This is an optimization exercise on Yosys and OpenROAD, whose aim is small area, a short achievable clock period and few clock cycles per item, not a production implementation.
RTL that was checked went through simulation tests only; none was proved equivalent to the original.
Function not checked in runs 1 and 2: the RTL went through the layout flow alone.
In every run shown here, the design's own scripts or RTL, not TritonCTS, make the clock network.
The clock port is modelled as an ideal driver, which makes a skipped or thinned clock tree look cheaper than it is; a real chip needs a root buffer or a tree.
Power and IR drop assume default switching activity.

File: flow/config.mk
export PLATFORM = sky130hd
export DESIGN_NAME = automaton
export DESIGN_NICKNAME = automaton
export VERILOG_FILES = /design/flow/design.v
export SDC_FILE = /design/flow/constraint.sdc
export NUM_CORES = 8
export LEC_CHECK = 0
export ABC_AREA = 1
export CAP_MARGIN = 20
export CORE_MARGIN = 2
export CORE_UTILIZATION = 50
export GPL_ROUTABILITY_DRIVEN = 1
export GPL_TIMING_DRIVEN = 1
export PLACE_DENSITY = 0.6
export SLEW_MARGIN = 20
export SYNTH_HIERARCHICAL = 1
File: flow/constraint.sdc
create_clock -name core_clock -period 10.0 [get_ports {clk}]
set_input_delay 2.0000 -clock core_clock [delete_from_list [all_inputs] [get_ports {clk}]]
set_output_delay 2.0000 -clock core_clock [all_outputs]
set_load 0.01 [all_outputs]
File: flow/design.v
`timescale 1ns / 1ps
module automaton_rule(
    input  [31:0] rule,
    input  [15:0] sel,          
    output        ch0,
    output        ch1);
    wire [15:0] x0, x1;
    genvar i;
    generate
        for (i = 0; i < 16; i = i + 1) begin : g
            assign x0[i] = rule[{i[3:1], 1'b0, i[0]}] ^ i[1];
            assign x1[i] = rule[{i[3:1], 1'b1, i[0]}] ^ i[1];
        end
    endgenerate
    assign ch0 = |(sel & x0);
    assign ch1 = |(sel & x1);
endmodule
module automaton_pick(
    input         world_in,
    input         ch0,
    input         ch1,
    input         go,           
    input  [12:0] wr,           
    input  [12:0] rd,           
    output        do_wr,
    output [12:0] nxt);
    assign do_wr = go & (world_in ? ch1 : ch0);
    assign nxt   = do_wr ? wr : rd;
endmodule
module automaton(
    input               clk,
    input               rst,
    input      [31:0]   rule,
    output reg [5:0]    row,
    output reg [5:0]    col,
    output reg          world_we,
    input               world_in,
    output reg          world_out,
    output reg          update_done);
    reg [17:0] sr;          
    reg [63:0] st;          
    reg        c0, c1;      
    reg        em;          
    reg        halo;        
    reg        first;       
    reg        d1;          
    wire       is_read = ~world_we;
    reg  [5:0] nr_row, nr_col;
    reg        nr_halo;
    always @* begin
        if (is_read & halo) begin
            nr_row  = (col == 6'd63) ? row : row - 6'd8;
            nr_col  = col + 6'd1;
            nr_halo = 1'b0;
        end else begin
            nr_row  = row + ((~is_read & (col == 6'd63)) ? 6'd9 : 6'd1);
            nr_col  = is_read ? col : col + 6'd1;
            nr_halo = (row[2:0] == 3'd7);
        end
    end
    wire       rh = is_read & halo;             
    wire       rd = is_read & ~halo;            
    wire       ncol0 = rd ? (col == 6'd0) : (col == 6'd63);    
    wire       mW    = rd ? (col == 6'd1) : (col == 6'd0);     
    wire       j0    = rh | (row[2:0] == 3'd7);                
    wire       mN    = rh ? (row == 6'd8) :                    
                       rd ? ((col == 6'd0) ? (row == 6'd7) : (row == 6'd63)) :
                            (row == 6'd63);
    wire       mS    = rh ? 1'b0 :                             
                       rd ? ((col == 6'd0) ? (row == 6'd6) : (row == 6'd62)) :
                            (row == 6'd62);
    wire       tS = is_read ? sr[6]  : sr[7];
    wire       tC = is_read ? sr[7]  : sr[8];
    wire       tN = is_read ? sr[8]  : sr[9];
    wire       tW = is_read ? sr[16] : sr[17];
    wire       bN = (j0 ? st[63] : tN) & ~mN;
    wire       bW = tW & ~mW;
    wire       bS = tS & ~mS;
    wire       valid = ~nr_halo & ~(first & ncol0);
    wire       ch0, ch1;
    automaton_rule lut(.rule(rule),
                       .sel(valid ? 16'd1 << {bN, bW, tC, bS} : 16'd0),
                       .ch0(ch0), .ch1(ch1));
    wire [5:0] wr_row = (col == 6'd0) ? row - 6'd8 : row;
    wire       do_wr;
    wire [5:0] n_row, n_col;
    wire       n_halo;
    automaton_pick pick(.world_in(world_in), .ch0(c0), .ch1(em ? c0 : c1),
                        .go(is_read & ~rst),
                        .wr({wr_row, col - 6'd1, 1'b0}),
                        .rd(rst ? 13'd0 : {nr_row, nr_col, nr_halo}),
                        .do_wr(do_wr), .nxt({n_row, n_col, n_halo}));
    always @(posedge clk) begin
        if (is_read)
            sr <= {sr[16:0], world_in};
        if (is_read & ~halo & (row[2:0] == 3'd0))
            st <= {st[62:0], sr[1]};
        world_out <= ~sr[8];
        row <= n_row;
        col <= n_col;
        halo <= n_halo;
        world_we <= do_wr;
        em <= ncol0;
        if (rst) begin
            c0 <= 1'b0;
            c1 <= 1'b0;
            first <= 1'b1;
            d1 <= 1'b0;
            update_done <= 1'b0;
        end else begin
            c0 <= ch0;
            c1 <= ch1;
            first <= first & (col == 6'd0);
            d1 <= is_read & ~first & (row == 6'd7) & (col == 6'd0);
            update_done <= d1;
        end
    end
endmodule
File: flow/flow/run.sh
#!/bin/bash
set -euo pipefail
bash standard.sh SYNTH_SCRIPT=$(pwd)/flow/synth_own.tcl SETUP_SLACK_MARGIN=7.2 BUFFER_PORTS_ARGS="-buffer_cell sky130_fd_sc_hd__buf_1" PRE_CTS_TCL=$(pwd)/flow/own_cts.tcl  finish > standard.log 2>&1
File: flow/flow/abc_own.script
strash
dch
map -a
mfs2
strash
dch
map -a
topo
stime -c
buffer -c
upsize -c
dnsize -c
File: flow/flow/own_cts.tcl
# Own clock tree, sourced as PRE_CTS_TCL. The clock port drives 4 clock
# buffers directly, and each buffer drives the clock pins of one group of
# flip-flops. With OWN_CTS_INV1 and OWN_CTS_INV2 set, each buffer is instead a
# pair of inverters: the port drives the first, the first drives only the
# second, and the second drives the group. The groups come from two cuts of
# the placed flip-flops: one across x or y, then one across each half the
# other way. The cut positions are searched so that the group with the
# largest estimated load (pin capacitance plus the wire of a minimum spanning
# tree) is as light as it can be. Every flip-flop is the same number of stages
# from the clock port.
# The tree is built in place of TritonCTS, that is after the CTS step's
# repair_clock_inverters (which would otherwise copy the inverters next to
# every flip-flop); the rest of the CTS step (legalisation, repair_timing)
# runs as usual.

# estimated load of a group in fF: 1.8 fF per clock pin, 0.12 fF per um of
# the minimum spanning tree over the pins (Prim)
proc own_cts_cost {pts} {
  set n [llength $pts]
  if {$n == 0} { return 0 }
  set xs [lmap p $pts {lindex $p 0}]
  set ys [lmap p $pts {lindex $p 1}]
  set in [lrepeat $n 0]
  set d [lrepeat $n 1e18]
  lset d 0 0
  set tot 0.0
  for {set k 0} {$k < $n} {incr k} {
    set best -1; set bd 1e18
    for {set i 0} {$i < $n} {incr i} {
      if {![lindex $in $i] && [lindex $d $i] < $bd} { set bd [lindex $d $i]; set best $i }
    }
    lset in $best 1
    set tot [expr {$tot + $bd}]
    set bx [lindex $xs $best]; set by [lindex $ys $best]
    for {set i 0} {$i < $n} {incr i} {
      if {![lindex $in $i]} {
        set dd [expr {abs([lindex $xs $i] - $bx) + abs([lindex $ys $i] - $by)}]
        if {$dd < [lindex $d $i]} { lset d $i $dd }
      }
    }
  }
  return [expr {1.8 * $n + 0.12 * $tot}]
}

# cut a list of {x y iterm} at fraction f along axis (0: x, 1: y)
proc own_cts_cut {pts axis f} {
  set pts [lsort -real -index $axis $pts]
  set k [expr {int(round([llength $pts] * $f))}]
  return [list [lrange $pts 0 [expr {$k - 1}]] [lrange $pts $k end]]
}

proc own_cts_build {} {
  set db [ord::get_db]
  set block [ord::get_db_block]
  set bufcell sky130_fd_sc_hd__clkbuf_16
  if {[info exists ::env(OWN_CTS_BUF)]} { set bufcell $::env(OWN_CTS_BUF) }
  set master [$db findMaster $bufcell]
  set inv1 ""
  if {[info exists ::env(OWN_CTS_INV1)] && [info exists ::env(OWN_CTS_INV2)]} {
    set inv1 [$db findMaster $::env(OWN_CTS_INV1)]
    set inv2 [$db findMaster $::env(OWN_CTS_INV2)]
  }
  set clknet [$block findNet clk]
  set dbu [$block getDbUnitsPerMicron]

  set sinks {}
  foreach it [$clknet getITerms] {
    set bb [[$it getInst] getBBox]
    set x [expr {([$bb xMin] + [$bb xMax]) / 2.0 / $dbu}]
    set y [expr {([$bb yMin] + [$bb yMax]) / 2.0 / $dbu}]
    lappend sinks [list $x $y $it]
  }
  puts "own_cts: [llength $sinks] clock sinks"

  set fracs {0.38 0.40 0.42 0.44 0.46 0.48 0.50 0.52 0.54 0.56 0.58 0.60 0.62}
  set best {}
  set bestcost 1e18
  foreach axis {0 1} {
    foreach f1 $fracs {
      set sub {}
      set worst 0
      foreach h [own_cts_cut $sinks $axis $f1] {
        set hb {}; set hc 1e18
        foreach f2 $fracs {
          set q [own_cts_cut $h [expr {1 - $axis}] $f2]
          set c [expr {max([own_cts_cost [lindex $q 0]], [own_cts_cost [lindex $q 1]])}]
          if {$c < $hc} { set hc $c; set hb $q }
        }
        lappend sub {*}$hb
        set worst [expr {max($worst, $hc)}]
      }
      if {$worst < $bestcost} { set bestcost $worst; set best $sub }
    }
  }
  puts "own_cts: worst estimated group load [format %.1f $bestcost] fF"

  set i 0
  foreach g $best {
    set sx 0.0; set sy 0.0
    foreach p $g { set sx [expr {$sx + [lindex $p 0]}]; set sy [expr {$sy + [lindex $p 1]}] }
    set cx [expr {int($sx / [llength $g] * $dbu)}]
    set cy [expr {int($sy / [llength $g] * $dbu)}]
    set net [odb::dbNet_create $block "clknet_own_$i"]
    $net setSigType CLOCK
    if {$inv1 eq ""} {
      set inst [odb::dbInst_create $block $master "clkbuf_own_$i"]
      [$inst findITerm A] connect $clknet
      [$inst findITerm X] connect $net
      set placed [list $inst]
    } else {
      set a [odb::dbInst_create $block $inv1 "clkinv_own_a$i"]
      set b [odb::dbInst_create $block $inv2 "clkinv_own_b$i"]
      set mid [odb::dbNet_create $block "clknet_own_m$i"]
      $mid setSigType CLOCK
      [$a findITerm A] connect $clknet
      [$a findITerm Y] connect $mid
      [$b findITerm A] connect $mid
      [$b findITerm Y] connect $net
      set placed [list $b $a]
    }
    foreach p $g {
      set it [lindex $p 2]
      $it disconnect
      $it connect $net
    }
    set dx 0
    foreach inst $placed {
      $inst setLocation [expr {$cx + $dx}] $cy
      $inst setPlacementStatus PLACED
      set dx [expr {$dx + [[$inst getMaster] getWidth]}]
    }
    puts "own_cts: group $i at ($cx, $cy): [llength $g] sinks, estimated [format %.1f [own_cts_cost $g]] fF"
    incr i
  }
}

rename clock_tree_synthesis tritoncts_unused
proc clock_tree_synthesis {args} {
  own_cts_build
  puts "own_cts: clock tree built by own_cts.tcl, TritonCTS skipped"
  set_propagated_clock [all_clocks]
}
File: flow/flow/synth_own.tcl
# The standard synthesis script (synth_recipe.tcl), with one change: the
# ABC mapping script is abc_own.script (beside this file), which maps for
# area with map -a and mfs2 instead of ORFS's abc_area.script. Registers,
# their names and their cell types are the standard synthesis's.
set own_abc_script [file normalize [file join [file dirname [info script]] abc_own.script]]
proc synth {args} { yosys synth -nofsm -noshare {*}$args }
proc abc {args} {
  set i [lsearch -exact $args -script]
  if {$i >= 0} { lset args [expr {$i + 1}] $::own_abc_script }
  yosys abc {*}$args
}
source $::env(SCRIPTS_DIR)/synth.tcl
# left out here: clear keep_hierarchy, flatten, clean up, hide names made inside functions, write 1_2_yosys.v
File: flow/standard.sh
#!/bin/bash
# synth_recipe.tcl (not shown) runs the flow's synth.tcl, then flattens the netlist and writes it again
# the make line also repeats each setting of config.mk as NAME=value (left out here)
make -C /OpenROAD-flow-scripts/flow DESIGN_CONFIG=/design/flow/config.mk WORK_HOME=/design/flow/orfs CLKGATE_MAP_FILE= SYNTH_SCRIPT=/design/flow/synth_recipe.tcl "${@:-finish}"
==> metrics.yaml, run 1 <==
setup_violations: 0
ant_nets: 0
ios: 50
crit_slowest_cell: "mux2_4"
syn_area_um2: 4328
grt_max_degree: 65
met3_usage: 0.008671
fin_crit_sh: 0.2888
cp.required_ns: 10.05
worstMarginPinSlew_ns: 0.7734
slowest_delay_ns: 0.29
place_hpwl_um: 4718
cpLargestDelayFamily: "buffers and inverters"
status: "timing/DRC/antenna clean"
fmax_ghz: 0.3463
drt_pre_antenna_iters: 4
synth.distinct_cells: 39
die_h_um: 97.04
grtUsageMet1: 0.2432
worst-path-buf-inv: 2
hold_violations: 0
grt_util_met2: 0.2244
drv_cap: 0
post_drt_wl_per_cell_um: 14.69
clk_pin_slew_worst_paths_ns: 0.09
cp.arrival_ns: 2.94
finalPower_mw: 1.527
core_area_um2: 8299
drv_slew: 0
netlist_top_cells_area: "edfxtp_1 (57%), dfxtp_1 (9.7%), mux2_2 (3.6%), inv_1 (3.1%), ha_1 (2.6%)"
area_growth_pct: 13.13
route.vias.total: 2507
fin_nets: 425
start_kind: "input port"
relSlewSlack: 0.4844
dr.first_iter.drc_count: 71
setup_tns_ns: 0
hold_ws_ns: 0.4128
crit_path_max_fanout: 7
grt_pass1_vias: 2354
p_leak_nw: 1.736
hold_path.class: "flip-flop to flip-flop"
die_area_um2: 9416
gp_congestion: 0.7932
rsz0062_at_grt: "yes"
synthTopCellsByCount: "edfxtp_1 (82), inv_1 (36), nor2_1 (27)"
fin_util: 0.5899
avgSynthCellArea_um2: 13.24
track_usage: 0.1476
core.rowCount: 33
cts_hold_buf: 0
clock_latency_ns: 0.16
grt_busiest_layer: "met1"
endpoint_kind: "flip-flop"
synthCells: 327
min_period_ns: 2.888
synth_edf_count: 82
ys_seq_elements: 103
seq_area_frac_synth: 0.6661
placed_cells: 474
path_cells: "buf_12 > nor2_4 > o21ai_2 > a21oi_4 > clkbuf_16 > mux2_4"
numPortBuffers: 49
die_width_um: 97.04
diodes: 0
viasPerCell: 5.180
criticalPathCategory: "input port to flip-flop"
async_flop_share: 0
synth_fp_nets: 371
gr-total-overflow: 0
clock_skew_ns: 0.006871
synth_top_area_share: 0.5690
yosysTopAreaCell: "edfxtp_1"
final_cells: 484
wl_um: 7111
antenna_found_initial: 0
synth_ff_type: "edfxtp_1"
drive_gt1_frac: 0.2111
yosysWarnings: 7
yosysMostFrequentCell: "edfxtp_1"
initial_core_util: 0.5215
drc: 0
grt_pass1_wl_um: 11640
power_per_cell_area_nw_per_um2: 311.9
max-vdd-ir-drop_mv: 0.1874
## per-module statistics from Yosys (local to each module, per instance)
module / flops+latches / cells inside / cell area [um2]
automaton_pick: 0 / 17 / 175.2
automaton_rule: 0 / 26 / 162.7
automaton: 103 / 284 / 3990
## report_power, final
group	switching, mW	internal [mW]
Sequential	0.0937	0.747
Combinational	0.326	0.191
Clock	0.0951	0.0734
## flip-flops by register name, summed over array words and instances, names as in the netlist
signal	flops
update_done	1
world_out	1
halo	1
first	1
c0	1
c1	1
row	6
d1	1
st	64
em	1
sr	18
world_we	1
col	6
## through the flow
step           worst slack [ns]  instance area, um2
2_1_floorplan             7.044                4382
3_3_place_gp              6.154                4632
3_5_place_dp              6.148                4632
4_1_cts                   7.072                4860
5_1_grt                   7.070                4896
6_report                  7.112                4896
## tightest hold or removal path, stage by stage, from the launching register on
cell     delay (ns)
dfxtp_1        0.31
inv_1          0.04
nor2_1         0.03
## timing repair
action,in CTS,in global routing
endpoints found under the setup margin,22,21
pin swaps,1,1
gates cloned,1,0
resized for setup,19,13
buffers inserted,5,0
## worst paths after layout
check | from | depth (start not counted) | slack (ns) | endpoint
min | d1 | 2 | 0.41 | update_done
max reg2reg | col[4] | 13 | 7.46 | row[5]
max | rst | 6 | 7.11 | col[2]
min reg2reg | d1 | 2 | 0.41 | update_done
## final cells by class
type / instances / area [um2]
Timing Repair Buffer: 56 / 285.3
Fill cell: 685 / 3403
Inverter: 46 / 181.4
Tap cell: 105 / 131.4
Sequential cell: 103 / 2900
Buffer: 4 / 100.1
Multi-Input combinational cell: 170 / 1297
## metal layers
metal  up-vias  part of all wire  wire [um]
met4         0             0.013         92
met1      1196              0.53       3735
met3         8             0.028        197
met2        35              0.43       3085
li1       1268                 -          -
met5         -                 0          0
## placed cells by master (no fill, tap or decap), drive strengths merged
cell type,instances
o21ai,16
ha,9
a32oi,1
xor2,5
inv,45
buf,55
mux2,14
dfxtp,21
a221oi,9
nor4,2
clkinvlp,1
a21oi,19
o22ai,8
nand2,21
edfxtp,82
nand4,4
a31oi,3
a22oi,1
nor3,8
nor2,38
a311oi,1
o2111ai,1
xnor2,1
nand3,8
clkbuf,5
conb,1
## kinds of logic after synthesis
family	after synthesis	synth area share
AO/OA/AOI/OAI	59	0.09801
XOR/XNOR	6	0.01214
adder cells (fa/ha/maj)	9	0.02602
buffers and inverters	54	0.05753
flip-flops	103	0.6661
multiplexers	14	0.03643
other	1	0.0008665
AND/OR/NAND/NOR	81	0.1029
==> inputs of run 2 (changes only) <==
==> flow/flow/synth_own.tcl (replaced) <==
# The standard synthesis script (synth_recipe.tcl), with one change: ABC
# maps the top module with abc_own.script (beside this file: map -a and mfs2,
# for area) and the two small modules that carry the late inputs (rule and
# world_in) with ORFS's own script. Registers, their names and their cell
# types are the standard synthesis's.
set own_abc_script [file normalize [file join [file dirname [info script]] abc_own.script]]
proc synth {args} { yosys synth -nofsm -noshare {*}$args }
proc abc {args} {
  set i [lsearch -exact $args -script]
  if {$i < 0} { yosys abc {*}$args; return }
  set late {automaton_rule automaton_pick}
  set own $args
  lset own [expr {$i + 1}] $::own_abc_script
  yosys abc {*}$own automaton
  yosys abc {*}$args {*}$late
}
source $::env(SCRIPTS_DIR)/synth.tcl
# left out here: clear keep_hierarchy, flatten, clean up, hide names made inside functions, write 1_2_yosys.v
==> run 2 against run 1 <==
- combinational power shrank 2%
- final area is 1.4% higher
- die area up 5.0%
- critical endpoint is now row[2]
- power is 0.53% lower
- core utilization fell by 2.3 points
- via count rose by 15%
- synthesized cell count increased by 27%
- routed wire length rose by 11%
- sequential cell count stayed put
- sequential share of layout area shrank 0.81 points
- fmax up 3.4%
- area after synthesis grew 5.2%
==> metrics.yaml, run 2 <==
viasPerCell: 5.037  # -2.8%
layout_common_cells: "nand2_1 (92), edfxtp_1 (82), inv_1 (54)"
relSlewSlack: 0.4957  # +0.01131
die_width_um: 99.44  # +2.5%
gp_congestion: 0.8141  # +2.6%
die_area_um2: 9888  # +5.0%
fill_cells: 781  # +14%
rsz0062_at_grt: "yes"
fin_nets: 508  # +20%
die_h_um: 99.44  # +2.5%
top_regs: "st x64, sr x18"
worstMarginPinSlew_ns: 0.7547  # -0.01876 ns
area_growth_pct: 9.038
place_area_um2: 4798  # +3.6%
placed_cells: 562  # +19%
syn_area_um2: 4554  # +5.2%
grt_pass1_wl_um: 12900  # +11%
start_kind: "flip-flop"
setup_ws_ns: 7.206  # +0.09403 ns
crit_path_max_fanout: 6  # -1
cts_hold_buf: 0  # unchanged
hold_path.class: "flip-flop to flip-flop"
ys_seq_elements: 103  # unchanged
avgSynthCellArea_um2: 11.00  # -17%
crit_slowest_cell: "dfxtp_1"
yosysTopAreaCell: "edfxtp_1"
pre_cts_ws_ns: 6.222  # +0.07370 ns
drive_gt1_frac: 0.1320  # -0.07905
synth_fp_nets: 458  # +23%
initial_core_util: 0.5197  # -0.001780
worst-path-buf-inv: 1  # -1
clock_latency_ns: 0.16  # about the same
endpoint_kind: "output pin"
synth_edf_count: 82  # unchanged
fin_util: 0.5667  # -0.02325
ant_nets: 0  # unchanged
drc: 0  # unchanged
yosysMostFrequentCell: "nand2_1"
fin_crit_sh: 0.2794  # -0.009403
regMostFlops: "st"
final_cells: 570  # +18%
dr.first_iter.drc_count: 107  # +51%
largest_reg_flops: 64  # unchanged
max-vdd-ir-drop_mv: 0.1363  # -27%
route.vias.total: 2871  # +15%
grt_pass1_vias: 2660  # +13%
hold_ws_ns: 0.4191  # +0.006363 ns
setup_violations: 0  # unchanged
yosysWarnings: 7  # unchanged
clk_pin_slew_worst_paths_ns: 0.10  # about the same
synth_top_area_share: 0.5407  # -0.02829
finalPower_mw: 1.519  # -0.53%
path_cells: "buf_1"
drv_cap: 0  # unchanged
place_hpwl_um: 5381  # +14%
criticalPathCategory: "flip-flop to output pin"
grt_max_degree: 37  # -43%
drt_pre_antenna_iters: 4  # unchanged
track_usage: 0.1574  # +0.009784
p_leak_nw: 1.932  # +11%
numPortBuffers: 49  # unchanged
synthCells: 414  # +27%
core_area_um2: 8763  # +5.6%
final_common_cell: "nand2_1"
core.rowCount: 34  # +3.0%
seq_area_frac_synth: 0.6330  # -0.03312
design_area_um2: 4966  # +1.4%
synth_ff_type: "edfxtp_1"
power_per_cell_area_nw_per_um2: 305.9  # -1.9%
gr-total-overflow: 0  # unchanged
fmax_ghz: 0.3580  # +3.4%
netlist_top_cells_area: "edfxtp_1 (54%), dfxtp_1 (9.2%), nand2_1 (7.6%), inv_1 (4.6%), nor2_1 (2.6%)"
post_drt_wl_per_cell_um: 13.84  # -5.8%
cp.arrival_ns: 0.79  # -2.15 ns
drv_slew: 0  # unchanged
synthTopCellsByCount: "nand2_1 (92), edfxtp_1 (82), inv_1 (56)"
diodes: 0  # unchanged
synth.distinct_cells: 39  # unchanged
regToRegSetupSlack_ns: 7.45  # about the same
min_period_ns: 2.794  # -0.09403 ns
async_flop_share: 0  # unchanged
wl_um: 7890  # +11%
ios: 50  # unchanged
cpLargestDelayFamily: "flip-flops"
hold_violations: 0  # unchanged
cp.required_ns: 8.00  # -2.05 ns
clock_skew_ns: 0.008612  # +0.001741 ns
slowest_delay_ns: 0.46  # +0.17 ns
antenna_found_initial: 0  # unchanged
setup_tns_ns: 0  # unchanged
status: "timing/DRC/antenna clean"
-- run 2: cell count changes in the layout (fill, tap and decap cells not counted), sizes merged, moves of 2 or more --
| cell | change |
|---|---|
| nand4 | +2 |
| nand3 | +14 |
| a221oi | -8 |
| buf | -2 |
| nand2 | +77 |
| mux2 | -13 |
| o22ai | -8 |
| nor2 | +4 |
| inv | +19 |
-- run 2: cell type report --
class | count | area [um2] | share of cell area
inverters | 65 | 252.7 | 0.05089
repair inverters | 1 | 5.005 | 0.001008
repair buffers | 53 | 215.2 | 0.04334
well taps | 108 | 135.1 | 0.02721
flip-flops and latches | 103 | 2902 | 0.5843
multi-input cells | 236 | 1356 | 0.2731
plain buffers | 4 | 100.1 | 0.02016
-- run 2: repair_timing --
action | 4_1_cts | 5_1_grt
buffers inserted | 3 | 0
pin swaps | 1 | 0
gates cloned | 0 | 1
endpoints found under the hold margin | 0 | 0
endpoints found under the setup margin | 22 | 9
resized for setup | 11 | 7
-- run 2: layer usage --
layer  wire length (um)  global-route usage  vias up  part of all wire
met5                  0                   0        -                 0
met4                149             0.02740        0             0.019
met3                253            0.008433       10             0.032
met2               3558              0.2495       47              0.45
met1               3927              0.2465     1358              0.50
li1                   -                   -     1456                 -
-- run 2: report_power, final --
part	switching (mW)	total [mW]	internal, mW
Clock	0.0969	0.170	0.0735
Sequential	0.0918	0.843	0.751
Combinational	0.348	0.505	0.158
Total	0.536	1.52	0.983
-- run 2: per-module statistics from Yosys, one instance, submodules excluded --
module	cells inside	times used	flip-flops and latches	area, um2
automaton	284	1	103	3990
automaton_pick	52	1	0	249.0
automaton_rule	78	1	0	315.3
-- run 2: cells by family (layout without fill, tap and decap cells) --
| logic type | after synthesis | after routing | share of synthesized area |
|---|---|---|---|
| other | 1 | 1 | 0.0008234 |
| DFF | 103 | 103 | 0.6330 |
| adders and majority gates | 9 | 9 | 0.02473 |
| AOI/OAI and AO/OA | 41 | 41 | 0.06374 |
| xor gates and xnor gates | 6 | 6 | 0.01154 |
| muxes | 1 | 1 | 0.002472 |
| and+or+nand+nor | 178 | 178 | 0.1893 |
| buffers and inverters | 75 | 123 | 0.07445 |
-- run 2: worst paths after layout --
| path | start | endpoint | depth (start not counted) |
|---|---|---|---|
| min reg2reg | d1 | update_done | 2 |
| max | row[2] | row[2] | 1 |
| min | d1 | update_done | 2 |
| max reg2reg | col[4] | row[5] | 14 |
==> inputs of run 3 (changes only) <==
--- a/flow/design.v
+++ b/flow/design.v
@@ -43,8 +43,7 @@
     reg        em;          
     reg        halo;        
     reg        first;       
-    reg        d1;          
-    wire       is_read = ~world_we;
+    reg        is_read;     
     reg  [5:0] nr_row, nr_col;
     reg        nr_halo;
     always @* begin
@@ -100,19 +99,18 @@
         col <= n_col;
         halo <= n_halo;
         world_we <= do_wr;
+        is_read <= ~do_wr;
         em <= ncol0;
         if (rst) begin
             c0 <= 1'b0;
             c1 <= 1'b0;
             first <= 1'b1;
-            d1 <= 1'b0;
             update_done <= 1'b0;
         end else begin
             c0 <= ch0;
             c1 <= ch1;
             first <= first & (col == 6'd0);
-            d1 <= is_read & ~first & (row == 6'd7) & (col == 6'd0);
-            update_done <= d1;
+            update_done <= is_read & halo & ~first & (row == 6'd8) & (col == 6'd0);
         end
     end
 endmodule
==> run 3 against run 2 <==
- critical path depth stayed put
- fmax is 1.7% higher
- final area fell by 1.3%
- die area shrank 2.3%
==> metrics.yaml, run 3 <==
status: "timing/DRC/antenna clean"
ios: 50  # unchanged
cp.depth: 1  # unchanged
async_flop_share: 0  # unchanged
worstMarginPinSlew_ns: 0.7801  # +0.02547 ns
finalPower_mw: 1.444  # -4.9%
top_regs: "st x64, sr x18"
power_frac_clock: 0.118  # +0.006
wl_met1_um: 3772  # -3.9%
dr.first_iter.drc_count: 111  # +3.7%
post_drt_wl_per_cell_um: 13.38  # -3.3%
yosysTopAreaCell: "edfxtp_1"
rr_worst_depth: 17  # +3
p_int_mw: 0.9609  # -2.2%
synth.distinct_cells: 38  # -2.6%
drc: 0  # unchanged
fin_nets: 503  # -0.98%
synthTopCellsByCount: "nand2_1 (92), edfxtp_1 (82), inv_1 (59)"
synth_top_area_share: 0.5541  # +0.01339
clock_skew_ns: 0.008299  # -0.0003131 ns
avgSynthCellArea_um2: 10.92  # -0.74%
max-vdd-ir-drop_mv: 0.1479  # +8.5%
regMostFlops: "st"
die_area_um2: 9659  # -2.3%
final_common_cell: "nand2_1"
initial_core_util: 0.5121  # -0.007592
cpLargestDelayFamily: "flip-flops"
cp.arrival_ns: 0.75  # -0.04 ns
grt_max_degree: 65  # +76%
netlist_top_cells_area: "edfxtp_1 (55%), dfxtp_1 (9.5%), nand2_1 (7.8%), inv_1 (5.0%), nor2_1 (2.9%)"
yosysMostFrequentCell: "nand2_1"
core_area_um2: 8678  # -0.97%
wl_um: 7562  # -4.2%
min_period_ns: 2.747  # -0.04627 ns
startpoint: "col[2]"
worst-path-buf-inv: 1  # unchanged
grt_pass1_vias: 2645  # -0.56%
rsz0062_at_grt: "yes"
yosysWarnings: 7  # unchanged
switching_share: 0.3347  # -0.01834
drv_slew: 0  # unchanged
track_usage: 0.1518  # -0.005600
drive_gt1_frac: 0.1050  # -0.02700
regToRegSetupSlack_ns: 7.48  # +0.03 ns
crit_path_max_fanout: 9  # +3
synth_edf_count: 82  # unchanged
syn_area_um2: 4444  # -2.4%
clock_latency_ns: 0.16  # about the same
seqPwrFrac: 0.580  # +0.025
crit_slowest_cell: "dfxtp_4"
start_kind: "flip-flop"
drt_pre_antenna_iters: 4  # unchanged
hold_ws_ns: 0.4244  # +0.005232 ns
power_per_cell_area_nw_per_um2: 294.6  # -3.7%
p_leak_nw: 1.939  # +0.37%
hold_violations: 0  # unchanged
viasPerCell: 5.028  # -0.17%
fmax_ghz: 0.3640  # +1.7%
r2r_end: "c1"
ant_nets: 0  # unchanged
synth_fp_nets: 451  # -1.5%
cp.required_ns: 8.00  # about the same
place_hpwl_um: 5036  # -6.4%
gp_congestion: 0.8723  # +7.1%
final_cells: 565  # -0.88%
setup_violations: 0  # unchanged
pwr-share-comb: 0.302  # -0.031
seq_area_frac_synth: 0.6486  # +0.01568
antenna_found_initial: 0  # unchanged
slowest_delay_ns: 0.42  # -0.04 ns
setup_tns_ns: 0  # unchanged
drv_cap: 0  # unchanged
die_width_um: 98.28  # -1.2%
criticalPathCategory: "flip-flop to output pin"
crit_end: "col[2]"
fin_crit_sh: 0.2747  # -0.004627
endpoint_kind: "output pin"
hold_path.class: "flip-flop to flip-flop"
maxUsedRoutingLayer: "met4"
synth_ff_type: "edfxtp_1"
gr-total-overflow: 0  # unchanged
path_cells: "buf_1"
route.met3.wl_um: 282  # +11%
placed_cells: 556  # -1.1%
area_growth_pct: 10.33
synthCells: 407  # -1.7%
ys_seq_elements: 103  # unchanged
wl_met2_um: 3398  # -4.5%
largest_reg_flops: 64  # unchanged
grt_pass1_wl_um: 12370  # -4.1%
layout_common_cells: "nand2_1 (92), edfxtp_1 (82), inv_1 (59)"
clk_pin_slew_worst_paths_ns: 0.09  # about the same
numPortBuffers: 49  # unchanged
route.vias.total: 2841  # -1.0%
reg2reg_from: "is_read"
power.switching_mw: 0.4835  # -9.8%
core.rowCount: 34  # unchanged
die_h_um: 98.28  # -1.2%
diodes: 0  # unchanged
relSlewSlack: 0.4799  # -0.01579
## run 3: Yosys stat by module, one instance, submodules excluded
module,area (um2),flops+latches,copies in the design,cells inside
automaton,3880,103,1,277
automaton_rule,315.3,0,1,78
automaton_pick,249.0,0,1,52
## run 3: worst register-to-register path, cell delays in order, from the launching register on
cell and delay [ns]:
dfxtp_4 0.56, inv_4 0.13, nor2_4 0.17, inv_2 0.12
nor2_4 0.12, nand2_1 0.09, nand2_2 0.09, nor3_4 0.05
o41ai_4 0.43, nor2_1 0.12, nand2_1 0.09, nand2_1 0.05
inv_1 0.04, nand2_1 0.04, nor2_1 0.12, nand2_1 0.10
inv_1 0.06, nor2_1 0.03
## run 3: how the worst min path moves through the flow
stage,start,end,slack (ns),depth (start not counted)
detailed placement,st[18],st[19],0.40,0
floorplan,sr[10],sr[11],0.40,0
global route,st[38],st[39],0.43,0
CTS,st[40],st[41],0.43,0
global placement,sr[0],sr[1],0.40,0
finish,st[5],st[6],0.42,0
## run 3: power groups by stage
stage	combinational, mW	sequential [mW]	clock [mW]
CTS	0.434	0.836	0.177
global route	0.495	0.861	0.193
detailed placement	0.430	0.837	0
floorplan	0.338	0.812	0
global placement	0.428	0.837	0
finish	0.436	0.838	0.170
## run 3: layout make-up
type	instances	area, um2
Inverter	63	239.0
Timing Repair Buffer	55	230.2
Fill cell	761	3775
Multi-Input combinational cell	232	1292
Tap cell	108	135.1
Buffer	4	100.1
Sequential cell	103	2907
## run 3: per-layer routing
metal | track usage | vias up
met5 | 0 | -
met1 | 0.2469 | 1308
met2 | 0.2339 | 68
li1 | - | 1457
met3 | 0.007158 | 8
met4 | 0.02213 | 0
## run 3: stage by stage
| step | instance area [um2] | util | worst slack [ns] |
|---|---|---|---|
| 6_report | 4903 | 0.5650 | 7.253 |
| 3_3_place_gp | 4728 | 0.5448 | 6.807 |
| 2_1_floorplan | 4476 | - | 7.203 |
| 3_5_place_dp | 4728 | 0.5448 | 6.769 |
| 4_1_cts | 4852 | 0.5591 | 7.205 |
| 5_1_grt | 4903 | 0.5650 | 7.173 |
## run 3: timing repair
item,4_1_cts,5_1_grt
hold buffers,0,0
endpoints found under the hold margin,0,0
resized for setup,9,9
cloned,0,0
setup endpoints to repair,23,9
buffers inserted,1,4
pin swaps,1,1
## run 3: cell families after synthesis
group | count (synthesis) | synth area share
flops | 103 | 0.6486
xor+xnor | 6 | 0.01182
other cells | 1 | 0.0008438
fa+ha+maj | 9 | 0.02534
compound gates | 37 | 0.05575
mux | 1 | 0.002534
simple gates | 178 | 0.1855
buf+inv | 72 | 0.06953
Testbench counts of run 3, summed over its fixed seeds: cycles 2,499,633, generations 384.
==> inputs of run 4 (changes only) <==
--- a/flow/design.v
+++ b/flow/design.v
@@ -2,29 +2,29 @@
 module automaton_rule(
     input  [31:0] rule,
     input  [15:0] sel,          
-    output        ch0,
-    output        ch1);
-    wire [15:0] x0, x1;
+    output        n0,
+    output        n1);
+    wire [15:0] e0, e1;
     genvar i;
     generate
         for (i = 0; i < 16; i = i + 1) begin : g
-            assign x0[i] = rule[{i[3:1], 1'b0, i[0]}] ^ i[1];
-            assign x1[i] = rule[{i[3:1], 1'b1, i[0]}] ^ i[1];
+            assign e0[i] = rule[{i[3:1], 1'b0, i[0]}];
+            assign e1[i] = rule[{i[3:1], 1'b1, i[0]}];
         end
     endgenerate
-    assign ch0 = |(sel & x0);
-    assign ch1 = |(sel & x1);
+    assign n0 = |(sel & e0);
+    assign n1 = |(sel & e1);
 endmodule
 module automaton_pick(
     input         world_in,
     input         ch0,
     input         ch1,
-    input         go,           
+    input         is_read,
     input  [12:0] wr,           
     input  [12:0] rd,           
     output        do_wr,
     output [12:0] nxt);
-    assign do_wr = go & (world_in ? ch1 : ch0);
+    assign do_wr = is_read & (world_in ? ch1 : ch0);
     assign nxt   = do_wr ? wr : rd;
 endmodule
 module automaton(
@@ -41,6 +41,7 @@
     reg [63:0] st;          
     reg        c0, c1;      
     reg        em;          
+    reg        vq;          
     reg        halo;        
     reg        first;       
     reg        is_read;     
@@ -76,17 +77,18 @@
     wire       bW = tW & ~mW;
     wire       bS = tS & ~mS;
     wire       valid = ~nr_halo & ~(first & ncol0);
-    wire       ch0, ch1;
-    automaton_rule lut(.rule(rule),
-                       .sel(valid ? 16'd1 << {bN, bW, tC, bS} : 16'd0),
-                       .ch0(ch0), .ch1(ch1));
+    wire       n0, n1;
+    automaton_rule lut(.rule(rule), .sel(16'd1 << {bN, bW, tC, bS}),
+                       .n0(n0), .n1(n1));
+    wire       ch0 = vq & (c0 ^ sr[8]);
+    wire       ch1 = vq & ((em ? c0 : c1) ^ sr[8]);
     wire [5:0] wr_row = (col == 6'd0) ? row - 6'd8 : row;
     wire       do_wr;
     wire [5:0] n_row, n_col;
     wire       n_halo;
-    automaton_pick pick(.world_in(world_in), .ch0(c0), .ch1(em ? c0 : c1),
-                        .go(is_read & ~rst),
-                        .wr({wr_row, col - 6'd1, 1'b0}),
+    automaton_pick pick(.world_in(world_in), .ch0(ch0), .ch1(ch1),
+                        .is_read(is_read),
+                        .wr(rst ? 13'd0 : {wr_row, col - 6'd1, 1'b0}),
                         .rd(rst ? 13'd0 : {nr_row, nr_col, nr_halo}),
                         .do_wr(do_wr), .nxt({n_row, n_col, n_halo}));
     always @(posedge clk) begin
@@ -98,17 +100,17 @@
         row <= n_row;
         col <= n_col;
         halo <= n_halo;
-        world_we <= do_wr;
-        is_read <= ~do_wr;
+        world_we <= do_wr & ~rst;
+        is_read <= ~(do_wr & ~rst);
+        c0 <= n0;
+        c1 <= n1;
         em <= ncol0;
         if (rst) begin
-            c0 <= 1'b0;
-            c1 <= 1'b0;
+            vq <= 1'b0;
             first <= 1'b1;
             update_done <= 1'b0;
         end else begin
-            c0 <= ch0;
-            c1 <= ch1;
+            vq <= valid;
             first <= first & (col == 6'd0);
             update_done <= is_read & halo & ~first & (row == 6'd8) & (col == 6'd0);
         end
==> run 4 against run 3 <==
- area after synthesis unchanged
- fmax decreased by 0.28%
- sequential share of layout area increased by 0.68 points
==> metrics.yaml, run 4 <==
clock_latency_ns: 0.16  # about the same
synth_top_area_share: 0.5541  # unchanged
worstMarginPinSlew_ns: 0.7623  # -0.01781 ns
die_area_um2: 9659  # unchanged
fin_nets: 507  # +0.80%
crit_path_max_fanout: 8  # -1
viasPerCell: 4.989  # -0.77%
synth_fp_nets: 457  # +1.3%
yosysWarnings: 7  # unchanged
grt_pass1_vias: 2650  # +0.19%
status: "timing/DRC/antenna clean"
layout_common_cells: "nand2_1 (94), edfxtp_1 (82), buf_1 (48)"
ios: 50  # unchanged
slowest_delay_ns: 0.42  # about the same
avgSynthCellArea_um2: 10.79  # -1.2%
largest_reg_flops: 64  # unchanged
path_cells: "buf_1"
setup_violations: 0  # unchanged
criticalPathCategory: "flip-flop to output pin"
grt_pass1_wl_um: 12720  # +2.8%
hold_path.class: "flip-flop to flip-flop"
place_hpwl_um: 4863  # -3.4%
clk_pin_slew_worst_paths_ns: 0.10  # about the same
worst-path-buf-inv: 1  # unchanged
top_regs: "st x64, sr x18"
numPortBuffers: 49  # unchanged
area_growth_pct: 9.741
ys_seq_elements: 104  # +0.97%
core_area_um2: 8678  # unchanged
cpLargestDelayFamily: "flip-flops"
synth_edf_count: 82  # unchanged
synth.distinct_cells: 31  # -18%
antenna_found_initial: 0  # unchanged
drv_slew: 0  # unchanged
post_drt_wl_per_cell_um: 13.31  # -0.53%
synthTopCellsByCount: "nand2_1 (94), edfxtp_1 (82), inv_1 (41)"
netlist_top_cells_area: "edfxtp_1 (55%), dfxtp_1 (9.9%), nand2_1 (7.9%), inv_1 (3.5%), nor2_1 (3.4%)"
cp.required_ns: 8.00  # about the same
cp.depth: 1  # unchanged
drive_gt1_frac: 0.09565  # -0.009381
async_flop_share: 0  # unchanged
fmax_ghz: 0.3630  # -0.28%
endpoint_kind: "output pin"
design_area_um2: 4877  # -0.54%
route.vias.total: 2834  # -0.25%
hold_violations: 0  # unchanged
fill_cells: 761  # unchanged
max-vdd-ir-drop_mv: 0.1909  # +29%
track_usage: 0.1562  # +0.004427
wl_um: 7562  # unchanged
relSlewSlack: 0.4918  # +0.01187
drc: 0  # unchanged
gp_congestion: 0.8482  # -2.8%
syn_area_um2: 4444  # unchanged
final_common_cell: "nand2_1"
synthCells: 412  # +1.2%
synth_ff_type: "edfxtp_1"
regMostFlops: "st"
min_period_ns: 2.755  # +0.007670 ns
place_area_um2: 4751  # +0.48%
yosysTopAreaCell: "edfxtp_1"
die_width_um: 98.28  # unchanged
crit_slowest_cell: "dfxtp_2"
core.rowCount: 34  # unchanged
p_leak_nw: 1.897  # -2.1%
drt_pre_antenna_iters: 4  # unchanged
rr_worst_depth: 14  # -3
hold_ws_ns: 0.4187  # -0.005614 ns
die_h_um: 98.28  # unchanged
setup_tns_ns: 0  # unchanged
ant_nets: 0  # unchanged
fin_crit_sh: 0.2755  # +0.0007670
start_kind: "flip-flop"
grt_max_degree: 65  # unchanged
clock_skew_ns: 0.007086  # -0.001213 ns
cts_hold_buf: 0  # unchanged
cp.arrival_ns: 0.75  # about the same
drv_cap: 0  # unchanged
whs_path_depth: 0  # unchanged
yosysMostFrequentCell: "nand2_1"
power_per_cell_area_nw_per_um2: 333.9  # +13%
dr.first_iter.drc_count: 197  # +77%
rsz0062_at_grt: "no"
initial_core_util: 0.5121  # unchanged
diodes: 0  # unchanged
gr-total-overflow: 0  # unchanged
seq_area_frac_synth: 0.6532  # +0.004505
run 4: cell types whose count changed in the layout (fill, tap and decap cells not counted), moves of 3 or more:
cell | previous run | this run
inv_1 | 59 | 40
inv_2 | 3 | 6
xor2_1 | 6 | 2
o21ai_0 | 14 | 19
nor2_1 | 32 | 39
nor2_2 | 0 | 3
nor3_1 | 7 | 11
a21oi_1 | 12 | 23
buf_4 | 6 | 1
run 4: report_power, final:
part / internal [mW] / switching, mW / leakage (nW) / total, mW
Clock: 0.0736 / 0.0988 / 0.0493 / 0.172
Combinational: 0.171 / 0.384 / 0.852 / 0.555
Sequential: 0.790 / 0.111 / 0.996 / 0.901
run 4: final timing paths:
check	from	to	slack (ns)
worst max-delay path	col[4]	col[4]	7.25
worst min-delay path	st[3]	st[4]	0.42
worst max register to register	is_read	c1	7.58
worst min register to register	st[3]	st[4]	0.42
run 4: cell families after synthesis:
family / after synthesis / share of synthesized area
and+or+nand+nor: 191 / 0.1965
DFF: 104 / 0.6532
buffers and inverters: 55 / 0.05096
AOI/OAI and AO/OA: 49 / 0.06644
adders and majority gates: 10 / 0.02815
xor gates and xnor gates: 2 / 0.003942
other: 1 / 0.0008438
run 4: per-layer routing:
layer / wire [um] / GRT usage / vias to the layer above / share of wire
met1: 3796 / 0.2494 / 1282 / 0.50
met5: 0 / 0 / - / 0
met2: 3352 / 0.2423 / 55 / 0.44
li1: - / - / 1492 / -
met4: 83 / 0.02213 / 0 / 0.011
met3: 330 / 0.01217 / 5 / 0.044
run 4: what timing repair did:
action,4_1_cts,5_1_grt
setup endpoints to repair,23,11
buffers inserted,0,0
gates resized for setup,12,8
run 4: modules after synthesis (local to each module, per instance):
module | flops+latches | times used
automaton | 104 | 1
automaton_rule | 0 | 1
automaton_pick | 0 | 1
run 4: area by class of cell:
class | count | area (um2) | share of cell area
timing repair buffer | 50 | 195.2 | 0.04002
buffer | 4 | 100.1 | 0.02052
inverter | 49 | 193.9 | 0.03976
sequential | 104 | 2924 | 0.5995
tap | 108 | 135.1 | 0.02771
multi-input combinational | 253 | 1329 | 0.2724
run 4: stage by stage:
step           power [mW]    util  std cells  worst slack [ns]
2_1_floorplan       1.311       -        412             7.183
3_3_place_gp        1.454  0.5474        564             6.496
3_5_place_dp        1.460  0.5474        564             6.467
4_1_cts             1.642  0.5603        568             7.205
5_1_grt             1.766  0.5620        568             7.205
6_report            1.628  0.5620        568             7.245
Testbench counts of run 4, summed over its fixed seeds: cycles 2,499,633, generations 384.
==> inputs of run 5 (changes only) <==
--- a/flow/flow/synth_own.tcl
+++ b/flow/flow/synth_own.tcl
@@ -8,10 +8,10 @@
 proc abc {args} {
   set i [lsearch -exact $args -script]
   if {$i < 0} { yosys abc {*}$args; return }
-  set late {automaton_rule automaton_pick}
+  set late {automaton_pick}
   set own $args
   lset own [expr {$i + 1}] $::own_abc_script
-  yosys abc {*}$own automaton
+  yosys abc {*}$own automaton automaton_rule
   yosys abc {*}$args {*}$late
 }
 source $::env(SCRIPTS_DIR)/synth.tcl
==> run 5 against run 4 <==
- still clean on timing, DRC and antenna
- global-route usage is 0.19 points lower
- routed wire length is 2.8% higher
- area after synthesis is 1.5% lower
- register-to-register slack worse by 0.17 ns
- fmax hardly changed
- core utilization down 0.24 points
- critical endpoint is now row[2]
- largest cell class unchanged
==> metrics.yaml, run 5 <==
viasPerCell: 5.353  # +7.3%
final_cells: 516  # -9.2%
synth_fp_nets: 405  # -11%
grt_pass1_vias: 2552  # -3.7%
core.rowCount: 34  # unchanged
largest_reg_flops: 64  # unchanged
crit_path_max_fanout: 8  # unchanged
die_area_um2: 9523  # -1.4%
grt_max_degree: 65  # unchanged
slowest_delay_ns: 0.43  # about the same
netlist_top_cells_area: "edfxtp_1 (56%), dfxtp_1 (10%), nand2_1 (3.6%), nor2_1 (3.1%), ha_1 (2.9%)"
place_area_um2: 4686  # -1.4%
route.vias.total: 2762  # -2.5%
rsz0062_at_grt: "no"
setup_tns_ns: 0  # unchanged
seq_area_frac_synth: 0.6629  # +0.009704
criticalPathCategory: "flip-flop to output pin"
diodes: 0  # unchanged
fill_cells: 725  # -4.7%
area_growth_pct: 9.800  # about the same
drv_slew: 0  # unchanged
yosysMostFrequentCell: "edfxtp_1"
fin_nets: 455  # -10%
path_cells: "buf_1"
relSlewSlack: 0.4820  # -0.009773
setup_violations: 0  # unchanged
p_leak_nw: 1.781  # -6.2%
place_hpwl_um: 4907  # +0.90%
hold_violations: 0  # unchanged
placed_cells: 512  # -9.2%
ys_seq_elements: 104  # unchanged
synth.distinct_cells: 33  # +6.5%
clock_latency_ns: 0.16  # about the same
cp.depth: 1  # unchanged
yosysTopAreaCell: "edfxtp_1"
max-vdd-ir-drop_mv: 0.1520  # -20%
hold_path.class: "flip-flop to flip-flop"
post_drt_wl_per_cell_um: 15.07  # +13%
async_flop_share: 0  # unchanged
status: "timing/DRC/antenna clean"
pre_cts_ws_ns: 6.478  # +0.01107 ns
cpLargestDelayFamily: "flip-flops"
worstMarginPinSlew_ns: 0.7770  # +0.01466 ns
rr_worst_depth: 10  # -4
avgSynthCellArea_um2: 12.16  # +13%
power_per_cell_area_nw_per_um2: 338.4  # +1.3%
regMostFlops: "st"
clk_pin_slew_worst_paths_ns: 0.10  # about the same
die_h_um: 97.59  # -0.71%
core_area_um2: 8593  # -0.98%
top_regs: "st x64, sr x18"
drv_cap: 0  # unchanged
ios: 50  # unchanged
initial_core_util: 0.5096  # -0.002501
die_width_um: 97.59  # -0.71%
synthTopCellsByCount: "edfxtp_1 (82), nand2_1 (42), nor2_1 (36)"
start_kind: "flip-flop"
setup_ws_ns: 7.242  # -0.002640 ns
drive_gt1_frac: 0.1299  # +0.03425
numPortBuffers: 49  # unchanged
hold_ws_ns: 0.4245  # +0.005740 ns
yosysWarnings: 7  # unchanged
min_period_ns: 2.758  # +0.002640 ns
drc: 0  # unchanged
fin_crit_sh: 0.2758  # about the same
antenna_found_initial: 0  # unchanged
clock_skew_ns: 0.01075  # +0.003664 ns
wl_um: 7776  # +2.8%
dr.first_iter.drc_count: 189  # -4.1%
gp_congestion: 0.8427  # -0.65%
grt_pass1_wl_um: 12390  # -2.7%
fin_util: 0.5596  # -0.002443
cts_hold_buf: 0  # unchanged
endpoint_kind: "output pin"
crit_slowest_cell: "dfxtp_4"
worst-path-buf-inv: 1  # unchanged
synthCells: 360  # -13%
design_area_um2: 4808  # -1.4%
layout_common_cells: "edfxtp_1 (82), buf_1 (47), nand2_1 (42)"
synth_edf_count: 82  # unchanged
fmax_ghz: 0.3626  # about the same
syn_area_um2: 4379  # -1.5%
whs_path_depth: 0  # unchanged
synth_top_area_share: 0.5623  # +0.008232
track_usage: 0.1542  # -0.001949
synth_ff_type: "edfxtp_1"
post_cts_buffers: 0  # unchanged
cp.arrival_ns: 0.76  # about the same
ant_nets: 0  # unchanged
cp.required_ns: 8.00  # about the same
gr-total-overflow: 0  # unchanged
finalPower_mw: 1.627  # about the same
drt_pre_antenna_iters: 4  # unchanged
final_common_cell: "edfxtp_1"
run 5: cell types whose count changed after synthesis:
cell      delta
inv_1       -12
a22o_1       +8
a221oi_2     +8
nand2_1     -52
nor2_1       -4
run 5: routing by layer:
layer	GRT usage	share of wire
met1	0.2371	0.49
met2	0.2483	0.45
met3	0.009353	0.043
met4	0.02671	0.019
met5	0	0
run 5: logic make-up (layout without fill, tap and decap cells):
group	count (synthesis)	in the layout	share of synthesized area
xor gates and xnor gates	2	2	0.004001
DFF	104	104	0.6629
other	1	1	0.0008563
buffers and inverters	43	91	0.04143
AOI/OAI and AO/OA	65	65	0.1109
adders and majority gates	10	10	0.02857
and+or+nand+nor	135	135	0.1514
run 5: layout make-up:
| cell class | instances | area (um2) | area share |
|---|---|---|---|
| inverters | 37 | 148.9 | 0.03097 |
| well taps | 108 | 135.1 | 0.02810 |
| flip-flops and latches | 104 | 2922 | 0.6076 |
| repair buffers | 50 | 193.9 | 0.04033 |
| plain buffers | 4 | 100.1 | 0.02082 |
| multi-input cells | 213 | 1309 | 0.2722 |
run 5: modules after synthesis (local to each module, per instance):
module / copies in the design / cells / flip-flops and latches / cell area [um2]
automaton_pick: 1 / 52 / 0 / 249.0
automaton_rule: 1 / 18 / 0 / 202.7
automaton: 1 / 290 / 104 / 3928
run 5: what timing repair did:
action                                 in CTS  in global routing
endpoints found under the hold margin       0                  0
resized for setup                          13                  6
setup endpoints to repair                  23                 20
run 5: worst paths after layout:
check | startpoint | to | slack, ns
setup / recovery | row[2] | row[2] | 7.24
hold / removal | st[57] | st[58] | 0.42
setup reg to reg | is_read | c0 | 7.41
hold reg to reg | st[57] | st[58] | 0.42
run 5: power by group:
group	switching (mW)	internal (mW)
sequential	0.112	0.788
clock	0.0981	0.0735
combinational	0.377	0.178
total	0.587	1.04
==> inputs of run 6 (changes only) <==
--- a/flow/config.mk
+++ b/flow/config.mk
@@ -8,9 +8,9 @@
 export ABC_AREA = 1
 export CAP_MARGIN = 20
 export CORE_MARGIN = 2
-export CORE_UTILIZATION = 50
+export CORE_UTILIZATION = 40
 export GPL_ROUTABILITY_DRIVEN = 1
 export GPL_TIMING_DRIVEN = 1
-export PLACE_DENSITY = 0.6
+export PLACE_DENSITY = 0.5
 export SLEW_MARGIN = 20
 export SYNTH_HIERARCHICAL = 1
==> run 6 against run 5 <==
- hold slack gained 0.0013 ns
- register-to-register slack gained 0.13 ns
- largest power group unchanged
- first-iteration DRC count shrank 35%
- cell count grew 7.0%
- sequential share of layout area shrank 1.1 points
- clock power is essentially flat
- die area grew 24%
- setup slack gained 0.0061 ns
- critical path depth is the same
- largest cell class unchanged
- routed wire length grew 3.7%
- sequential power shrank 1%
==> metrics.yaml, run 6 <==
hold_ws_ns: 0.4257  # +0.001270 ns
yosysMostFrequentCell: "edfxtp_1"
netlist_top_cells_area: "edfxtp_1 (56%), dfxtp_1 (10%), nand2_1 (3.6%), nor2_1 (3.1%), ha_1 (2.9%)"
dr.first_iter.drc_count: 122  # -35%
gr-total-overflow: 0  # unchanged
ios: 50  # unchanged
yosysWarnings: 7  # unchanged
cp.arrival_ns: 0.75  # about the same
drc: 0  # unchanged
avgSynthCellArea_um2: 12.16  # unchanged
crit_slowest_cell: "dfxtp_2"
pwr-share-comb: 0.348  # +0.007
die_width_um: 108.6  # +11%
fmax_ghz: 0.3634  # +0.22%
fin_crit_sh: 0.2752  # -0.0006070
rsz0062_at_grt: "yes"
antenna_found_initial: 0  # unchanged
viasPerCell: 5.069  # -5.3%
synth_ff_type: "edfxtp_1"
min_from: "st[57]"
layout_common_cells: "edfxtp_1 (82), buf_1 (48), nand2_1 (42)"
track_usage: 0.1310  # -0.02325
endpoint_kind: "output pin"
crit_path_max_fanout: 8  # unchanged
slowest_delay_ns: 0.42  # about the same
cp.required_ns: 8.00  # about the same
core.rowCount: 38  # +12%
worstMarginPinSlew_ns: 0.7880  # +0.01104 ns
whs_path_depth: 0  # unchanged
async_flop_share: 0  # unchanged
criticalPathCategory: "flip-flop to output pin"
ys_seq_elements: 104  # unchanged
worst-path-buf-inv: 1  # unchanged
fin_nets: 459  # +0.88%
power_per_cell_area_nw_per_um2: 334.5  # -1.1%
synth_fp_nets: 405  # unchanged
hold_violations: 0  # unchanged
top_regs: "st x64, sr x18"
reg2reg_from: "is_read"
p_leak_nw: 1.793  # +0.70%
syn_area_um2: 4379  # unchanged
synth_edf_count: 82  # unchanged
synthCells: 360  # unchanged
seq_area_frac_synth: 0.6629  # unchanged
max-vdd-ir-drop_mv: 0.1727  # +14%
synthTopCellsByCount: "edfxtp_1 (82), nand2_1 (42), nor2_1 (36)"
die_area_um2: 11800  # +24%
final_common_cell: "edfxtp_1"
wl_um: 8060  # +3.7%
start_kind: "flip-flop"
regMostFlops: "st"
r2r_end: "c0"
clock_latency_ns: 0.16  # about the same
synth_top_area_share: 0.5623  # unchanged
drv_cap: 0  # unchanged
seqPwrFrac: 0.545  # -0.008
setup_violations: 0  # unchanged
die_h_um: 108.6  # +11%
status: "timing/DRC/antenna clean"
area_growth_pct: 11.71
min_period_ns: 2.752  # -0.006070 ns
cpLargestDelayFamily: "flip-flops"
switching_share: 0.3629  # +0.002194
numPortBuffers: 49  # unchanged
yosysTopAreaCell: "edfxtp_1"
post_drt_wl_per_cell_um: 14.60  # -3.1%
setup_tns_ns: 0  # unchanged
clk_pin_slew_worst_paths_ns: 0.10  # about the same
rr_worst_depth: 10  # unchanged
diodes: 0  # unchanged
grt_pass1_wl_um: 12630  # +2.0%
place_hpwl_um: 5046  # +2.8%
drt_pre_antenna_iters: 4  # unchanged
clock_skew_ns: 0.008998  # -0.001752 ns
p_int_mw: 1.043  # +0.24%
path_cells: "buf_1"
power.switching_mw: 0.5938  # +1.2%
initial_core_util: 0.4075  # -0.1021
largest_reg_flops: 64  # unchanged
whs_endpoint: "st[58]"
gp_congestion: 0.8168  # -3.1%
drv_slew: 0  # unchanged
hold_path.class: "flip-flop to flip-flop"
ant_nets: 0  # unchanged
route.vias.total: 2798  # +1.3%
power_frac_clock: 0.107  # about the same
grt_pass1_vias: 2489  # -2.5%
core_area_um2: 10750  # +25%
synth.distinct_cells: 33  # unchanged
grt_max_degree: 65  # unchanged
drive_gt1_frac: 0.1335  # +0.003593
relSlewSlack: 0.4746  # -0.007363
regToRegSetupSlack_ns: 7.54  # +0.13 ns
-- run 6: cell types whose count changed in the layout (fill, tap and decap cells not counted) --
| cell | delta |
|---|---|
| buf_1 | +1 |
| buf_2 | -1 |
| buf_4 | +1 |
| buf_8 | +2 |
| clkinvlp_4 | +2 |
| dfxtp_1 | +1 |
| dfxtp_2 | -1 |
| inv_4 | -1 |
-- run 6: worst reg2reg max path: stages (launching register included) --
cell and delay (ns):
dfxtp_4 0.57, inv_6 0.11, nor2_2 0.42, inv_2 0.21, nand4_2 0.16, nand2_4 0.10
inv_2 0.14, nor2_1 0.08, a22o_1 0.23, a221oi_2 0.18, nand4_1 0.13
-- run 6: cells by family after synthesis --
| kind of cell | synth area share |
|---|---|
| fa+ha+maj | 0.02857 |
| compound gates | 0.1109 |
| xor+xnor | 0.004001 |
| simple gates | 0.1514 |
| flops | 0.6629 |
| other cells | 0.0008563 |
| buf+inv | 0.04143 |
-- run 6: worst max path at each step --
stage,from,to,cells past startpoint
finish,col[2],col[2],1
CTS,rst,row[4],7
global placement,rst,row[5],7
floorplan,is_read,st[0],4
detailed placement,rst,row[4],7
global route,rst,row[1],7
-- run 6: per-module statistics from Yosys, one instance, submodules excluded --
module          area (um2)  flip-flops and latches  times used  cells
automaton_rule       202.7                       0           1     18
automaton             3928                     104           1    290
automaton_pick       249.0                       0           1     52
-- run 6: routing by layer --
layer,vias to the layer above,track usage,share of wire
li1,1400,-,-
met1,1343,0.2002,0.49
met2,47,0.2147,0.47
met3,8,0.009564,0.040
met4,0,0.01007,0.0076
met5,-,0,0
-- run 6: power groups by stage --
stage	sequential (mW)	combinational (mW)	clock [mW]
2_1_floorplan	0.874	0.436	0
3_3_place_gp	0.898	0.560	0
3_5_place_dp	0.895	0.569	0
4_1_cts	0.898	0.570	0.184
5_1_grt	0.917	0.644	0.199
6_report	0.891	0.570	0.175
-- run 6: timing repair --
| item | in CTS | in global routing |
|---|---|---|
| endpoints found under the setup margin | 16 | 16 |
| hold buffers | 0 | 0 |
| cloned | 1 | 0 |
| gates resized for setup | 9 | 7 |
| buffers inserted | 1 | 1 |
-- run 6: final cells by class --
| class | count | area [um2] |
|---|---|---|
| well taps | 140 | 175.2 |
| fillers | 999 | 5853 |
| plain buffers | 4 | 100.1 |
| multi-input cells | 213 | 1309 |
| inverters | 37 | 150.1 |
| repair buffers | 53 | 230.2 |
| repair inverters | 1 | 7.507 |
| flip-flops and latches | 104 | 2920 |
-- run 6: through the flow --
stage	setup slack [ns]	utilization	std cells	instance area [um2]	power (mW)
2_1_floorplan	7.183	-	360	4402	1.309
5_1_grt	7.194	0.4553	552	4892	1.760
3_3_place_gp	6.955	0.4405	545	4733	1.459
4_1_cts	7.200	0.4525	551	4862	1.652
6_report	7.248	0.4553	552	4892	1.636
3_5_place_dp	6.896	0.4405	545	4733	1.465
==> inputs of run 7 (changes only) <==
==> flow/flow/run.sh (replaced) <==
#!/bin/bash
set -euo pipefail
bash standard.sh SYNTH_SCRIPT=$(pwd)/flow/synth_own.tcl SETUP_SLACK_MARGIN=7.28 BUFFER_PORTS_ARGS="-buffer_cell sky130_fd_sc_hd__buf_1" PRE_CTS_TCL=$(pwd)/flow/own_cts.tcl  finish > standard.log 2>&1
--- a/flow/config.mk
+++ b/flow/config.mk
@@ -8,9 +8,9 @@
 export ABC_AREA = 1
 export CAP_MARGIN = 20
 export CORE_MARGIN = 2
-export CORE_UTILIZATION = 40
+export CORE_UTILIZATION = 50
 export GPL_ROUTABILITY_DRIVEN = 1
 export GPL_TIMING_DRIVEN = 1
-export PLACE_DENSITY = 0.5
+export PLACE_DENSITY = 0.6
 export SLEW_MARGIN = 20
 export SYNTH_HIERARCHICAL = 1
==> run 7 against run 6 <==
- sequential power about the same
- final area up 0.77%
- hold slack got worse by 0.0040 ns
- sequential share of layout area is essentially flat
- critical path type unchanged
- clock power about the same
- cell count fell by 4.9%
- synthesized cell count is the same
- still clean on timing, DRC and antenna
- area after synthesis unchanged
- via count up 0.32%
- global-route usage grew 2.0 points
==> metrics.yaml, run 7 <==
track_usage: 0.1506  # +0.01965
rr_worst_depth: 10  # unchanged
hold_violations: 0  # unchanged
die_area_um2: 9523  # -19%
worstMarginPinSlew_ns: 0.7715  # -0.01655 ns
die_width_um: 97.59  # -10%
drt_pre_antenna_iters: 4  # unchanged
slowest_delay_ns: 0.40  # -0.02 ns
netlist_top_cells_area: "edfxtp_1 (56%), dfxtp_1 (10%), nand2_1 (3.6%), nor2_1 (3.1%), ha_1 (2.9%)"
setup_violations: 0  # unchanged
synth_ff_type: "edfxtp_1"
regToRegSetupSlack_ns: 7.55  # about the same
gp_congestion: 0.8269  # +1.2%
crit_path_max_fanout: 6  # -2
dr.first_iter.drc_count: 233  # +91%
p_int_mw: 1.068  # +2.4%
regMostFlops: "st"
layout_common_cells: "edfxtp_1 (82), nand2_1 (42), buf_1 (36)"
min_period_ns: 2.698  # -0.05368 ns
reg2reg_from: "is_read"
worst-path-buf-inv: 1  # unchanged
switching_share: 0.3569  # -0.006029
r2r_end: "c0"
cp.arrival_ns: 0.70  # -0.05 ns
top_regs: "st x64, sr x18"
pwr-share-comb: 0.360  # +0.012
setup_tns_ns: 0  # unchanged
rsz0062_at_grt: "yes"
criticalPathCategory: "flip-flop to output pin"
viasPerCell: 5.347  # +5.5%
largest_reg_flops: 64  # unchanged
drc: 0  # unchanged
fin_util: 0.5737  # +0.1184
clock_latency_ns: 0.16  # about the same
start_kind: "flip-flop"
endpoint_kind: "output pin"
whs_path_depth: 0  # unchanged
synth.distinct_cells: 33  # unchanged
drv_cap: 0  # unchanged
seqPwrFrac: 0.536  # -0.009
synthTopCellsByCount: "edfxtp_1 (82), nand2_1 (42), nor2_1 (36)"
cp.required_ns: 8.00  # about the same
p_leak_nw: 1.875  # +4.6%
diodes: 0  # unchanged
core.rowCount: 34  # -11%
power.switching_mw: 0.5925  # -0.22%
hold_path.class: "flip-flop to flip-flop"
synth_edf_count: 82  # unchanged
grt_pass1_wl_um: 12110  # -4.1%
grt_max_degree: 65  # unchanged
crit_end: "col[1]"
numPortBuffers: 49  # unchanged
avgSynthCellArea_um2: 12.16  # unchanged
post_drt_wl_per_cell_um: 14.49  # -0.75%
synthCells: 360  # unchanged
antenna_found_initial: 0  # unchanged
ios: 50  # unchanged
async_flop_share: 0  # unchanged
startpoint: "col[1]"
crit_slowest_cell: "dfxtp_4"
hold_ws_ns: 0.4218  # -0.003985 ns
syn_area_um2: 4379  # unchanged
final_common_cell: "edfxtp_1"
power_frac_clock: 0.104  # -0.003
initial_core_util: 0.5096  # +0.1021
yosysTopAreaCell: "edfxtp_1"
fmax_ghz: 0.3707  # +2.0%
relSlewSlack: 0.4857  # +0.01103
seq_area_frac_synth: 0.6629  # unchanged
die_h_um: 97.59  # -10%
yosysWarnings: 7  # unchanged
gr-total-overflow: 0  # unchanged
wl_um: 7608  # -5.6%
clk_pin_slew_worst_paths_ns: 0.10  # about the same
cts_hold_buf: 0  # unchanged
drive_gt1_frac: 0.1799  # +0.04636
area_growth_pct: 12.57
cp.depth: 1  # unchanged
cpLargestDelayFamily: "flip-flops"
ys_seq_elements: 104  # unchanged
fin_nets: 464  # +1.1%
synth_fp_nets: 405  # unchanged
yosysMostFrequentCell: "edfxtp_1"
power_per_cell_area_nw_per_um2: 336.8  # +0.69%
core_area_um2: 8593  # -20%
grt_pass1_vias: 2493  # +0.16%
ant_nets: 0  # unchanged
route.vias.total: 2807  # +0.32%
synth_top_area_share: 0.5623  # unchanged
max-vdd-ir-drop_mv: 0.1808  # +4.7%
clock_skew_ns: 0.01320  # +0.004197 ns
drv_slew: 0  # unchanged
fin_crit_sh: 0.2698  # -0.005368
status: "timing/DRC/antenna clean"
path_cells: "clkbuf_2"
place_hpwl_um: 4828  # -4.3%
-- run 7: cell count changes in the layout (fill, tap and decap cells not counted), sizes merged --
cell      previous run  this run
clkbuf               5        14
buf                 52        49
clkinvlp             2         0
inv                 36        37
-- run 7: routing by layer --
metal  global-route usage  vias up  wire length (um)
met5                    0        -                 0
met4              0.02991        0               184
met3             0.008633       13               258
met2               0.2371       62              3379
met1               0.2349     1325              3785
li1                     -     1407                 -
-- run 7: worst min path at each step --
stage | from | to
floorplan | sr[10] | sr[11]
global placement | sr[5] | sr[6]
detailed placement | sr[10] | sr[11]
CTS | sr[2] | sr[3]
global route | sr[2] | sr[3]
finish | sr[14] | sr[15]
-- run 7: power by group through the flow --
stage | clock, mW | sequential (mW) | combinational, mW
after CTS | 0.179 | 0.898 | 0.569
after floorplan | 0 | 0.874 | 0.436
after detailed placement | 0 | 0.893 | 0.561
after global routing | 0.190 | 0.913 | 0.671
final | 0.173 | 0.890 | 0.598
after global placement | 0 | 0.898 | 0.549
-- run 7: area by class of cell --
cell class | instances | area, um2
buffer | 4 | 100.1
sequential | 104 | 2944
tap | 108 | 135.1
inverter | 37 | 151.4
timing repair buffer | 59 | 285.3
multi-input combinational | 213 | 1314
fill | 737 | 3664
-- run 7: metrics by stage --
step / power [mW] / area [um2] / cells / worst slack (ns)
floorplan: 1.309 / 4403 / 360 / 7.183
detailed placement: 1.454 / 4686 / 512 / 6.480
global placement: 1.447 / 4686 / 512 / 6.540
CTS: 1.646 / 4837 / 517 / 7.280
finish: 1.660 / 4930 / 525 / 7.302
global route: 1.775 / 4930 / 525 / 7.276
-- run 7: modules after synthesis (local to each module, per instance) --
module	cell area [um2]	cells
automaton	3928	290
automaton_pick	249.0	52
automaton_rule	202.7	18
-- run 7: kinds of logic (layout without fill, tap and decap cells) --
logic type | after synthesis | in the layout | share of synthesized area
compound gates | 65 | 65 | 0.1109
xor+xnor | 2 | 2 | 0.004001
simple gates | 135 | 135 | 0.1514
fa+ha+maj | 10 | 10 | 0.02857
buf+inv | 43 | 100 | 0.04143
other cells | 1 | 1 | 0.0008563
flops | 104 | 104 | 0.6629
-- run 7: what timing repair did --
action                     4_1_cts  5_1_grt
setup endpoints to repair       31       28
gates resized for setup         28       15
buffers inserted                 1        8

-- re-timing with driven ports --
The results above use ideal ports. As a check the final layouts listed here were re-extracted and re-timed, cells and wires unchanged.
Step 1 assumes that a clkbuf_16 drives the clock port and a buf_2 every other input.
Step 2, shift: input delay + t, output delay - t, t = (earliest + latest rising clock arrival at the registers) / 2. This alone moves slack from input paths to output paths.
a / b / c = no drivers / after step 1 / after step 2; a / b = the first two.
| run | t, ns | setup slack, ns | slew at the worst register clock pin (ns) |
|---|---|---|---|
| run 1 | 0.226 | 7.112 / 7.135 / 6.909 | 0.09 / 0.09 |
| run 2 | 0.234 | 7.206 / 7.128 / 7.107 | 0.10 / 0.10 |
| run 3 | 0.233 | 7.253 / 7.174 / 7.129 | 0.09 / 0.09 |
| run 4 | 0.231 | 7.245 / 7.170 / 7.136 | 0.10 / 0.10 |
| run 5 | 0.232 | 7.242 / 7.165 / 7.129 | 0.10 / 0.10 |
| run 6 | 0.232 | 7.248 / 7.171 / 7.074 | 0.10 / 0.10 |
| run 7 | 0.229 | 7.302 / 7.228 / 7.177 | 0.10 / 0.10 |
After both steps every run listed still meets setup and hold. The setup slack of run 1, which loses most, moves by +0.023 ns with the drivers and by -0.203 ns with both steps.
